What follows belongs to an exercise in optimizing a design on an open flow for small area; a production flow would make more cautious choices. Function was checked by simulation only, so behaviour that the tests miss may differ from the original. No activity file was given, so power comes from the tool's default toggle rates.

## try-pepper
// cpu
module cpu (
  input  wire        CLK,
  input  wire        PAUSE,
  input  wire        RST,
  input  wire        STEP,
  input  wire [15:0] insn,
  input  wire [15:0] mem_rdata,
  output wire [3:0]  cpuout_regfile_ra,
  output wire [15:0] cpuout_regfile_rd,
  output wire [7:0]  cpuout_PC,
  output reg  [15:0] cpuout_IF_insn,
  output reg  [15:0] cpuout_ID_insn,
  output reg  [15:0] cpuout_EX_insn,
  output reg  [15:0] cpuout_MEM_insn,
  output reg  [15:0] cpuout_WB_insn,
  output wire        cpuout_memupdate,
  output wire [7:0]  cpuout_memaddr,
  output wire [15:0] cpuout_memdata
  );
Settings: LEC_CHECK=0, CAP_MARGIN=20, CORE_AREA=5 5 185 185, DIE_AREA=0 0 190 190, PLACE_DENSITY=0.7, SLEW_MARGIN=20; clock period 9.0 ns.
standard.sh (not shown) runs the stock make flow with config.mk's settings and CLKGATE_MAP_FILE= SYNTH_SCRIPT=/design/flow/synth_recipe.tcl, a recipe that flattens the netlist after the stock synthesis.
==> flow/flow/run.sh <==
#!/bin/bash
# Own layout flow: the standard flow (standard.sh) with
#  - an area-oriented ABC script in synthesis (flow/synth.tcl, flow/abc.script),
#  - the smallest buffer on the ports,
#  - a clock tree of small buffers, without dummy loads (CTS_ARGS).
# make's full output goes to flow.log in the work folder; ORFS keeps each
# step's own log under orfs/logs.
set -euo pipefail
W=$(pwd)
export AREA_ABC_SCRIPT=$W/flow/abc.script
export FLOW_SYNTH_TCL=$W/synth_recipe.tcl
export BUFFER_PORTS_ARGS="-buffer_cell sky130_fd_sc_hd__buf_1"
export CTS_ARGS="-sink_clustering_enable -repair_clock_nets -dont_use_dummy_load -buf_list sky130_fd_sc_hd__clkbuf_4 -sink_clustering_size 10 -sink_clustering_max_diameter 40"
sed "s#SYNTH_SCRIPT=[^ ]*#SYNTH_SCRIPT=$W/flow/synth.tcl#" standard.sh > own_standard.sh
grep -q "SYNTH_SCRIPT=$W/flow/synth.tcl" own_standard.sh
bash own_standard.sh finish > $W/flow.log 2>&1
==> flow/flow/abc.script <==
strash
&get -n
&fraig -x
&put
scorr
dc2
strash
&get -n
&dch -f
&nf -R 1000
&put
topo
==> flow/flow/synth.tcl <==
# The standard flow's synthesis (synth_recipe.tcl), with the final ABC mapping run on an
# area-oriented script instead of ORFS's delay-oriented one.
proc abc {args} {
  set i [lsearch -exact $args -script]
  if {$i >= 0} { lset args [expr {$i + 1}] $::env(AREA_ABC_SCRIPT) }
  yosys abc {*}$args
}
source $::env(FLOW_SYNTH_TCL)
The final layout from try-pepper, which completed every stage, passed the timing, DRC and antenna checks at the end of the flow.
Relative to try-pepper, the following input files were edited for try-zinc:
Settings: swapping 5 5 185 185 for 10 10 240 240 in CORE_AREA; swapping 0 0 190 190 for 0 0 250 250 in DIE_AREA; swapping 0.7 for 0.6 in PLACE_DENSITY.
==> flow/run.sh (new file) <==
#!/bin/bash
# synth_recipe.tcl (not shown) runs the flow's synth.tcl, then flattens the netlist and writes it again
# the make line also repeats each setting of config.mk as NAME=value (left out here)
make -C /OpenROAD-flow-scripts/flow DESIGN_CONFIG=/design/flow/config.mk WORK_HOME=/design/flow/orfs CLKGATE_MAP_FILE= SYNTH_SCRIPT=/design/flow/synth_recipe.tcl finish
removed: flow/flow/run.sh
removed: flow/flow/abc.script
removed: flow/flow/synth.tcl
removed: flow/standard.sh
--- outcome ---
For footprint of the multi-input gates, dividing the value from try-pepper by the value from try-zinc gives 0.75. Delta (try-zinc minus try-pepper): via count climbed 2549; final antenna diode count dropped 1; biggest fanout along the worst timing path climbed about 40%; overall power of the completed layout dropped about 5.6%. Taking try-zinc as 1.0, try-pepper lands at 0.58 on die area. Final worst setup slack (lower): try-pepper. Count of clock-buffer cells in the layout (try-zinc over try-pepper): decrease, 5.6%. Data required time at the worst endpoint: try-zinc vs try-pepper down 2280 ps. try-zinc gives more worst reg-to-reg setup slack than try-pepper did. Part of the power in the clock network was higher in the run labelled try-zinc.
Changes in try-raven relative to try-zinc:
==> flow/flow/run.sh (new file) <==
#!/bin/bash
# Own layout flow: the standard flow (standard.sh) with
#  - an area-oriented ABC script in synthesis (flow/synth.tcl, flow/abc.script),
#  - the smallest buffer on the ports,
#  - CTS and power-recovery settings below.
# make's full output goes to flow.log in the work folder; ORFS keeps each
# step's own log under orfs/logs.
set -euo pipefail
W=$(pwd)
export AREA_ABC_SCRIPT=$W/flow/abc.script
export FLOW_SYNTH_TCL=$W/synth_recipe.tcl
export BUFFER_PORTS_ARGS="-buffer_cell sky130_fd_sc_hd__buf_1"
export RECOVER_POWER=100
export CTS_ARGS="-sink_clustering_enable -repair_clock_nets -buf_list {sky130_fd_sc_hd__clkbuf_4 sky130_fd_sc_hd__clkbuf_8 sky130_fd_sc_hd__clkbuf_16}"
sed "s#SYNTH_SCRIPT=[^ ]*#SYNTH_SCRIPT=$W/flow/synth.tcl#" standard.sh > own_standard.sh
grep -q "SYNTH_SCRIPT=$W/flow/synth.tcl" own_standard.sh
bash own_standard.sh finish > $W/flow.log 2>&1
==> flow/flow/abc.script (new file) <==
strash
&get -n
&fraig -x
&put
scorr
dc2
strash
&get -n
&dch -f
&nf -R 1000
&put
topo
==> flow/flow/synth.tcl (new file) <==
# The standard flow's synthesis (synth_recipe.tcl), with the final ABC mapping run on an
# area-oriented script instead of ORFS's delay-oriented one.
proc abc {args} {
  set i [lsearch -exact $args -script]
  if {$i >= 0} { lset args [expr {$i + 1}] $::env(AREA_ABC_SCRIPT) }
  yosys abc {*}$args
}
source $::env(FLOW_SYNTH_TCL)
==> flow/standard.sh (new file) <==
#!/bin/bash
# synth_recipe.tcl (not shown) runs the flow's synth.tcl, then flattens the netlist and writes it again
# the make line also repeats each setting of config.mk as NAME=value (left out here)
make -C /OpenROAD-flow-scripts/flow DESIGN_CONFIG=/design/flow/config.mk WORK_HOME=/design/flow/orfs CLKGATE_MAP_FILE= SYNTH_SCRIPT=/design/flow/synth_recipe.tcl "${@:-finish}"
removed: flow/run.sh
==> comparison <==
To summarise try-raven: no stage aborted, but the layout did not pass its checks, failing on capacitance limit, slew limit.
Between try-raven and try-zinc, part of the cycle the worst path needs is lower for try-zinc, try-raven comes in above that.
Relative to try-zinc, the area of all placed cells without fillers measured on try-raven has decreased by more than 10%.
The higher register-to-register slack came out of try-zinc.
Routed length on met2 down 23% in try-raven wrt try-zinc
Summary: with try-zinc as the reference, switching power of the nets in try-raven moved up by more than half.
Compare try-raven and try-zinc | fmax higher: try-zinc
Going from try-zinc to try-raven, setup slack decreased 520 ps, peak fanout along the critical path decreased 9.
Relative to try-raven, the following input files were edited for try-tundra:
Settings: a change of DIE_AREA from 0 0 250 250 to 0 0 230 230; a change of SLEW_MARGIN from 20 to 5; a change of CORE_AREA from 10 10 240 240 to 5 5 225 225; a change of CAP_MARGIN from 20 to 5.
==> flow/flow/run.sh <==
#!/bin/bash
# Own layout flow: the standard flow (standard.sh) with
#  - an area-oriented ABC script in synthesis (flow/synth.tcl, flow/abc.script),
#  - the smallest buffer on the ports,
#  - a clock tree of small buffers, without dummy loads (CTS_ARGS).
# make's full output goes to flow.log in the work folder; ORFS keeps each
# step's own log under orfs/logs.
set -euo pipefail
W=$(pwd)
export AREA_ABC_SCRIPT=$W/flow/abc.script
export FLOW_SYNTH_TCL=$W/synth_recipe.tcl
export BUFFER_PORTS_ARGS="-buffer_cell sky130_fd_sc_hd__buf_1"
export CTS_ARGS="-sink_clustering_enable -repair_clock_nets -dont_use_dummy_load -buf_list sky130_fd_sc_hd__clkbuf_4 -sink_clustering_size 10 -sink_clustering_max_diameter 40"
sed "s#SYNTH_SCRIPT=[^ ]*#SYNTH_SCRIPT=$W/flow/synth.tcl#" standard.sh > own_standard.sh
grep -q "SYNTH_SCRIPT=$W/flow/synth.tcl" own_standard.sh
bash own_standard.sh finish > $W/flow.log 2>&1
Findings:
The lower max-slew headroom at the worst pin came out of try-raven. Going from try-raven to try-tundra, setup slack of the critical path after layout rose 520 ps; global routing usage summed across all routing layers rose 3.5 points; number of nets at the end of the flow rose about 1.1%. Higher core utilization of the finished layout was reported by try-tundra, not try-raven. Every stage of the flow completed for try-tundra, and the final layout passed the timing, DRC and antenna checks.

-- port drivers added, routing unchanged --
Ports are ideal in the flow. The routed layouts listed here were re-timed in OpenROAD. Step 1 assumes that a clkbuf_16 drives the clock port and a buf_2 every other input. Step 2 moves the port delays by t, midway between the first and last clock arrival at a register: inputs arrive t later, outputs are due t later. That takes back most of the time a late clock gives input paths. Slacks: no drivers / after step 1 / after step 2; pairs: no drivers / after step 1.
run | t (ns) | slack for setup (ns) | worst hold slack (ns)
try-pepper | 0.751 | 1.438 / 1.438 / 1.438 | 0.409 / 0.409 / 0.409
try-zinc | 0.653 | 1.666 / 1.605 / 2.170 | 0.416 / 0.416 / 0.416
try-raven | 0.624 | 1.147 / 1.147 / 0.623 | 0.410 / 0.410 / 0.410
try-tundra | 0.839 | 1.672 / 1.652 / 1.672 | 0.365 / 0.365 / 0.365
The setup slack of try-raven, which loses most, moves by 0.000 ns with the drivers and by -0.524 ns with both steps.
